This is an optimization exercise on Yosys and OpenROAD, whose aim is small area, a short achievable clock period and few clock cycles, not a production implementation.
Where RTL was checked, it was by simulation tests only, not by an equivalence proof against the original.
No activity file was given, so power comes from the tool's default toggle rates.

==> flow/design.v <==
module ALU (
    input      [19:0] input1,
    input      [19:0] input2,
    input      [4:0]  op,
    input             ld,
    input      [19:0] loadData,
    output reg [19:0] aluOutput
);
    wire [19:0] sum  = input1 + (op[1] ? ~input2 : input2) + {19'b0, op[1]};
    wire [19:0] shl  = input1 << input2[4:0];
    always @(*) begin
        aluOutput = ({20{op[0] | op[1]}} & sum)
                  | ({20{op[2]}} & (input1 | input2))
                  | ({20{op[3]}} & ~(input1 & input2))
                  | ({20{op[4]}} & shl)
                  | ({20{ld}} & loadData);
    end
endmodule
module RegisterFile (
    input             clock,
    input             writeEnable,
    input      [3:0]  writeRegister,
    input      [19:0] WriteData,
    input      [3:0]  ReadRegister1,
    input      [3:0]  ReadRegister2,
    output     [19:0] ReadData1,
    output     [19:0] ReadData2
);
    reg [19:0] r0, r1, r2, r3, r4, r5, r6, r7,
               r8, r9, r10, r11, r12, r13, r14, r15;
    always @(posedge clock) begin
        if (writeEnable) begin
            case (writeRegister)
                4'd0:  r0  <= WriteData;
                4'd1:  r1  <= WriteData;
                4'd2:  r2  <= WriteData;
                4'd3:  r3  <= WriteData;
                4'd4:  r4  <= WriteData;
                4'd5:  r5  <= WriteData;
                4'd6:  r6  <= WriteData;
                4'd7:  r7  <= WriteData;
                4'd8:  r8  <= WriteData;
                4'd9:  r9  <= WriteData;
                4'd10: r10 <= WriteData;
                4'd11: r11 <= WriteData;
                4'd12: r12 <= WriteData;
                4'd13: r13 <= WriteData;
                4'd14: r14 <= WriteData;
                default: r15 <= WriteData;
            endcase
        end
    end
    wire [319:0] all = {r15, r14, r13, r12, r11, r10, r9, r8,
                        r7, r6, r5, r4, r3, r2, r1, r0};
    RegisterRead port1 (.sel(16'b1 << ReadRegister1), .regs(all), .data(ReadData1));
    RegisterRead port2 (.sel(16'b1 << ReadRegister2), .regs(all), .data(ReadData2));
endmodule
module RegisterRead (
    input      [15:0]  sel,
    input      [319:0] regs,
    output reg [19:0]  data
);
    integer i;
    always @(*) begin
        data = 20'b0;
        for (i = 0; i < 16; i = i + 1)
            data = data | (regs[20*i +: 20] & {20{sel[i]}});
    end
endmodule
module ProgramCounter (
    input             clock,
    input             reset,
    input      [11:0] pcNext,
    output reg [11:0] pcOut
);
    always @(posedge clock or posedge reset) begin
        if (reset)
            pcOut <= 12'b0;
        else
            pcOut <= pcNext;
    end
endmodule
module LateSelect7 (
    input        s,
    input  [6:0] a1,
    input  [6:0] a0,
    output [6:0] y
);
    assign y = s ? a1 : a0;
endmodule
module cpu20 (
    input             clk,
    input             reset,
    output     [11:0] imem_addr,
    input      [19:0] imem_data,
    output     [10:0] dmem_addr,
    output     [19:0] dmem_wdata,
    output reg        dmem_we,
    input      [19:0] dmem_rdata,
    output reg        halted
);
    wire        misp;         
    wire [11:0] pc_f;
    wire [19:0] instr  = imem_data;
    wire [4:0]  opcode = instr[19:15];
    wire f_rtype = (opcode <= 5'd4);
    wire f_itype = (opcode >= 5'd5) && (opcode <= 5'd9);
    wire f_ld    = (opcode == 5'd10);
    wire f_st    = (opcode == 5'd11);
    wire f_jump  = (opcode == 5'd12);
    wire f_br    = (opcode >= 5'd13) && (opcode <= 5'd17);
    wire f_same  = (instr[14:11] == instr[10:7]);
    reg [4:0] f_aluop;
    always @(*) begin
        case (opcode)
            5'd0, 5'd5: f_aluop = 5'b00001;
            5'd1, 5'd8: f_aluop = 5'b00010;
            5'd2, 5'd6: f_aluop = 5'b00100;
            5'd3, 5'd7: f_aluop = 5'b01000;
            5'd4, 5'd9: f_aluop = 5'b10000;
            default:    f_aluop = 5'b00000;
        endcase
    end
    reg [2:0] f_cond;
    always @(*) begin
        case (opcode)
            5'd13:   f_cond = 3'b001;    
            5'd14:   f_cond = 3'b010;    
            5'd15:   f_cond = 3'b100;    
            5'd16:   f_cond = 3'b011;    
            5'd17:   f_cond = 3'b101;    
            default: f_cond = 3'b000;
        endcase
    end
    wire f_pred  = f_br & (f_same ? f_cond[0] : instr[6]);
    wire [2:0] f_mcond = f_pred ? ~f_cond : f_cond;
    wire [3:0] f_rs1 = (f_st | f_br) ? instr[14:11] : instr[10:7];
    wire [3:0] f_rs2 = (f_st | f_br) ? instr[10:7]  : instr[6:3];
    wire       f_halt = f_jump && (instr[10:0] == pc_f[10:0]) && !pc_f[11];
    wire [6:0]  f_lo;
    wire        f_c7;
    Add7 tlo (.a(pc_f[6:0]), .b(instr[6:0]), .sum(f_lo), .cout(f_c7));
    wire [11:0] pc_inc   = pc_f + 12'd1;
    wire [4:0]  f_hi     = pc_f[11:7];
    wire [4:0]  f_hi_inc = f_hi + 5'd1;
    wire [4:0]  f_hi_dec = f_hi - 5'd1;
    wire        f_neg    = instr[6];
    wire [11:0] pc_other = misp   ? x_alt :
                           f_jump ? {1'b0, instr[10:0]} : pc_inc;
    wire        use_tgt;
    PredictSelect psel (.misp(misp), .same(f_same), .pred_same(f_br & f_cond[0]),
                        .pred_diff(f_br & instr[6]), .sel(use_tgt));
    wire [4:0]  hi_c1    = f_neg ? f_hi : f_hi_inc;
    wire [4:0]  hi_c0    = f_neg ? f_hi_dec : f_hi;
    wire [11:0] pc_next;
    LateSelect7 sel_lo (.s(use_tgt), .a1(f_lo), .a0(pc_other[6:0]), .y(pc_next[6:0]));
    FinalSelectHi sel_hi (.sel(use_tgt), .c(f_c7), .t1(hi_c1), .t0(hi_c0),
                          .o(pc_other[11:7]), .y(pc_next[11:7]));
    reg [3:0]  r_rs1, r_rs2, r_rd;
    reg [6:0]  r_imm;
    reg        r_useimm, r_ld, r_ldst, r_pred;
    reg [4:0]  r_aluop;
    reg        r_wen, r_st, r_halt;      
    reg [2:0]  r_mcond;
    always @(posedge clk or posedge reset) begin
        if (reset) begin
            r_wen   <= 1'b0;
            r_st    <= 1'b0;
            r_halt  <= 1'b0;
            r_mcond <= 3'b000;
        end else begin
            r_wen   <= (f_rtype | f_itype | f_ld) & ~misp;
            r_st    <= f_st & ~misp;
            r_halt  <= f_halt & ~misp;
            r_mcond <= f_mcond & {3{~misp}};
        end
    end
    always @(posedge clk) begin
        r_rs1    <= f_rs1;
        r_rs2    <= f_rs2;
        r_rd     <= instr[14:11];
        r_imm    <= instr[6:0];
        r_useimm <= f_itype | f_ld | f_st;
        r_ldst   <= f_ld | f_st;
        r_ld     <= f_ld;
        r_pred   <= f_pred;
        r_aluop  <= f_aluop;
    end
    wire [19:0] rdata1, rdata2;
    reg  [19:0] x_a, x_b;
    reg  [3:0]  x_rd;
    reg  [4:0]  x_aluop;
    reg         x_ld;
    reg         x_wen;
    reg  [2:0]  x_mcond;
    reg  [11:0] x_alt;
    wire [19:0] x_res;
    wire        fwd1 = x_wen && (x_rd == r_rs1);
    wire        fwd2 = x_wen && (x_rd == r_rs2);
    wire [19:0] r_imm20 = {{13{r_imm[6]}}, r_imm};
    wire [19:0] r_immval = r_ldst ? {9'b0, (r_st ? r_rs2 : r_rs1), r_imm} : r_imm20;
    wire [7:0]  r_k   = {r_imm[6], r_imm} - 8'd1;
    wire [7:0]  r_kx  = r_k ^ {8{r_pred}};
    wire [11:0] r_alt = pc_f + {{4{r_kx[7]}}, r_kx} + {11'b0, r_pred};
    always @(posedge clk or posedge reset) begin
        if (reset) begin
            x_wen   <= 1'b0;
            x_mcond <= 3'b000;
            dmem_we <= 1'b0;
            halted  <= 1'b0;
        end else begin
            x_wen   <= r_wen & ~misp;
            x_mcond <= r_mcond & {3{~misp}};
            dmem_we <= r_st & ~misp;
            if ((r_halt | (f_halt & ~r_st & (r_mcond == 3'b000))) & ~misp)
                halted <= 1'b1;
        end
    end
    always @(posedge clk) begin
        x_a       <= fwd1 ? x_res : rdata1;
        x_b       <= r_useimm ? r_immval : (fwd2 ? x_res : rdata2);
        x_rd      <= r_rd;
        x_aluop   <= r_aluop;
        x_ld      <= r_ld;
        x_alt     <= r_alt;
    end
    wire [19:0] alu_out;
    ALU alu (
        .input1(x_a),
        .input2(x_b),
        .op(x_aluop),
        .ld(x_ld),
        .loadData(dmem_rdata),
        .aluOutput(alu_out)
    );
    assign x_res = alu_out;      
    RegisterFile rf (
        .clock(clk),
        .writeEnable(x_wen),
        .writeRegister(x_rd),
        .WriteData(x_res),
        .ReadRegister1(r_rs1),
        .ReadRegister2(r_rs2),
        .ReadData1(rdata1),
        .ReadData2(rdata2)
    );
    wire equal, lower;
    Compare20 cmp (.a(x_a), .b(x_b), .eq(equal), .lt(lower));
    wire greater = ~equal & ~lower;
    assign misp  = (x_mcond[0] & equal) | (x_mcond[1] & lower) | (x_mcond[2] & greater);
    ProgramCounter pcu (
        .clock(clk),
        .reset(reset),
        .pcNext(pc_next),
        .pcOut(pc_f)
    );
    assign imem_addr  = pc_f;
    assign dmem_wdata = x_a;
    assign dmem_addr  = x_b[10:0];
endmodule
module Compare20 (
    input  [19:0] a,
    input  [19:0] b,
    output        eq,
    output        lt
);
    wire [31:0] l0, e0;
    genvar i;
    generate
        for (i = 0; i < 32; i = i + 1) begin : bits
            if (i < 19) begin : mag
                assign l0[i] = ~a[i] & b[i];
                assign e0[i] = ~(a[i] ^ b[i]);
            end else if (i == 19) begin : sign
                assign l0[i] = a[i] & ~b[i];
                assign e0[i] = ~(a[i] ^ b[i]);
            end else begin : pad
                assign l0[i] = 1'b0;
                assign e0[i] = 1'b1;
            end
        end
    endgenerate
    wire [15:0] l1, e1;
    wire [7:0]  l2, e2;
    wire [3:0]  l3, e3;
    wire [1:0]  l4, e4;
    generate
        for (i = 0; i < 16; i = i + 1) begin : m1
            assign l1[i] = l0[2*i+1] | (e0[2*i+1] & l0[2*i]);
            assign e1[i] = e0[2*i+1] & e0[2*i];
        end
        for (i = 0; i < 8; i = i + 1) begin : m2
            assign l2[i] = l1[2*i+1] | (e1[2*i+1] & l1[2*i]);
            assign e2[i] = e1[2*i+1] & e1[2*i];
        end
        for (i = 0; i < 4; i = i + 1) begin : m3
            assign l3[i] = l2[2*i+1] | (e2[2*i+1] & l2[2*i]);
            assign e3[i] = e2[2*i+1] & e2[2*i];
        end
        for (i = 0; i < 2; i = i + 1) begin : m4
            assign l4[i] = l3[2*i+1] | (e3[2*i+1] & l3[2*i]);
            assign e4[i] = e3[2*i+1] & e3[2*i];
        end
    endgenerate
    assign lt = l4[1] | (e4[1] & l4[0]);
    assign eq = e4[1] & e4[0];
endmodule
module Add7 (
    input  [6:0] a,
    input  [6:0] b,
    output [6:0] sum,
    output       cout
);
    assign {cout, sum} = {1'b0, a} + {1'b0, b};
endmodule
module PredictSelect (
    input  misp,
    input  same,
    input  pred_same,
    input  pred_diff,
    output sel
);
    assign sel = ~misp & (same ? pred_same : pred_diff);
endmodule
module FinalSelectHi (
    input        sel,
    input        c,
    input  [4:0] t1,
    input  [4:0] t0,
    input  [4:0] o,
    output [4:0] y
);
    assign y = sel ? (c ? t1 : t0) : o;
endmodule
==> flow/config.mk <==
export PLATFORM = sky130hd
export DESIGN_NAME = cpu20
export DESIGN_NICKNAME = cpu20
export VERILOG_FILES = /design/flow/design.v
export SDC_FILE = /design/flow/constraint.sdc
export NUM_CORES = 4
export LEC_CHECK = 0
export CAP_MARGIN = 20
export CORE_MARGIN = 2
export CORE_UTILIZATION = 40
export CTS_CLUSTER_DIAMETER = 100
export CTS_CLUSTER_SIZE = 20
export PLACE_DENSITY = 0.6
export SLEW_MARGIN = 20
export SYNTH_HIERARCHICAL = 1
==> flow/constraint.sdc <==
create_clock -name core_clock -period 10.0 [get_ports {clk}]
set_input_delay 2.0000 -clock core_clock [delete_from_list [all_inputs] [get_ports {clk}]]
set_output_delay 2.0000 -clock core_clock [all_outputs]
set_load 0.01 [all_outputs]
standard.sh (not shown) runs the stock make flow with config.mk's settings and CLKGATE_MAP_FILE= SYNTH_SCRIPT=/design/flow/synth_recipe.tcl, a recipe that flattens the netlist after the stock synthesis.
==> flow/flow/run.sh <==
#!/bin/bash
# Standard synthesis, then the standard layout with repair_timing aiming for
# extra setup slack (a tighter internal target than the 10 ns clock), sizing
# not limited to same-footprint cells, and port buffers of a fixed type.
set -euo pipefail
MARGIN=$(cat flow/margin.txt)
bash standard.sh synth > synth.log 2>&1
bash standard.sh SETUP_SLACK_MARGIN=$MARGIN MATCH_CELL_FOOTPRINT=0 \
  "BUFFER_PORTS_ARGS=-buffer_cell sky130_fd_sc_hd__buf_4" finish > layout.log 2>&1
==> flow/flow/margin.txt <==
6.8
Testbench counts at the start, summed over its fixed seeds: cycles 76,271.
Rerun with:
--- a/flow/design.v
+++ b/flow/design.v
@@ -197,8 +197,9 @@
     wire [19:0] x_res;
     wire        fwd1 = x_wen && (x_rd == r_rs1);
     wire        fwd2 = x_wen && (x_rd == r_rs2);
     wire [19:0] r_imm20 = {{13{r_imm[6]}}, r_imm};
+    wire [19:0] a_next = fwd1 ? x_res : rdata1;
     wire [19:0] r_immval = r_ldst ? {9'b0, (r_st ? r_rs2 : r_rs1), r_imm} : r_imm20;
     wire [7:0]  r_k   = {r_imm[6], r_imm} - 8'd1;
     wire [7:0]  r_kx  = r_k ^ {8{r_pred}};
     wire [11:0] r_alt = pc_f + {{4{r_kx[7]}}, r_kx} + {11'b0, r_pred};
@@ -216,9 +217,9 @@
                 halted <= 1'b1;
         end
     end
     always @(posedge clk) begin
-        x_a       <= fwd1 ? x_res : rdata1;
+        x_a       <= a_next;
         x_b       <= r_useimm ? r_immval : (fwd2 ? x_res : rdata2);
         x_rd      <= r_rd;
         x_aluop   <= r_aluop;
         x_ld      <= r_ld;
@@ -253,11 +254,13 @@
         .reset(reset),
         .pcNext(pc_next),
         .pcOut(pc_f)
     );
-    assign imem_addr  = pc_f;
-    assign dmem_wdata = x_a;
-    assign dmem_addr  = x_b[10:0];
+    OutputRegisters outregs (
+        .clock(clk), .reset(reset),
+        .pcNext(pc_next), .storeNext(a_next), .addrNext(r_immval[10:0]),
+        .imemAddr(imem_addr), .dmemWdata(dmem_wdata), .dmemAddr(dmem_addr)
+    );
 endmodule
 module Compare20 (
     input  [19:0] a,
     input  [19:0] b,
@@ -331,4 +334,25 @@
     output [4:0] y
 );
     assign y = sel ? (c ? t1 : t0) : o;
 endmodule
+module OutputRegisters (
+    input             clock,
+    input             reset,
+    input      [11:0] pcNext,
+    input      [19:0] storeNext,
+    input      [10:0] addrNext,
+    output reg [11:0] imemAddr,
+    output reg [19:0] dmemWdata,
+    output reg [10:0] dmemAddr
+);
+    always @(posedge clock or posedge reset) begin
+        if (reset)
+            imemAddr <= 12'b0;
+        else
+            imemAddr <= pcNext;
+    end
+    always @(posedge clock) begin
+        dmemWdata <= storeNext;
+        dmemAddr  <= addrNext;
+    end
+endmodule
Design area rose by a few percent.
Sequential cell count increases by 43.
Setup slack gains 0.028 ns.
Wire length rises slightly.
Sequential share of layout area is higher by 1.5 points.
Sequential power climbs by roughly a tenth.
Critical path depth increases by 5.
Final cell count increases by a few percent.
Die area rises by a few percent.
First-iteration DRC count falls slightly.
Maximum frequency went up slightly.
No functional check of the RTL was part of the second run of this note.

## static timing again, ports no longer ideal
Ports are ideal in the flow. The routed layouts listed here were re-timed in OpenROAD. Step 1 (the two cells are an assumption about what drives the block):
set clk [get_ports {clk}]
set_driving_cell -lib_cell sky130_fd_sc_hd__clkbuf_16 $clk
set_driving_cell -lib_cell sky130_fd_sc_hd__buf_2 [delete_from_list [all_inputs] $clk]
Step 2 also shifts input and output timing later by t, the mid clock arrival at the registers, as if the neighbouring blocks saw the same clock. a / b / c = ideal / step 1 / step 2; a / b = the first two.
run	t, ns	slack for setup (ns)	worst hold slack (ns)	latest minus earliest clock arrival (ns)	worst slew at a driven data input, ns
the first run	0.642	6.815 / 6.757 / 6.220	0.324 / 0.324 / 0.324	0.032 / 0.032	0.05
the second run	0.655	6.843 / 6.788 / 6.208	0.322 / 0.322 / 0.322	0.037 / 0.038	0.05
After both steps setup and hold are still met in every run listed. The setup slack of the second run, which loses most, moves by -0.055 ns with the drivers and by -0.635 ns with both steps.
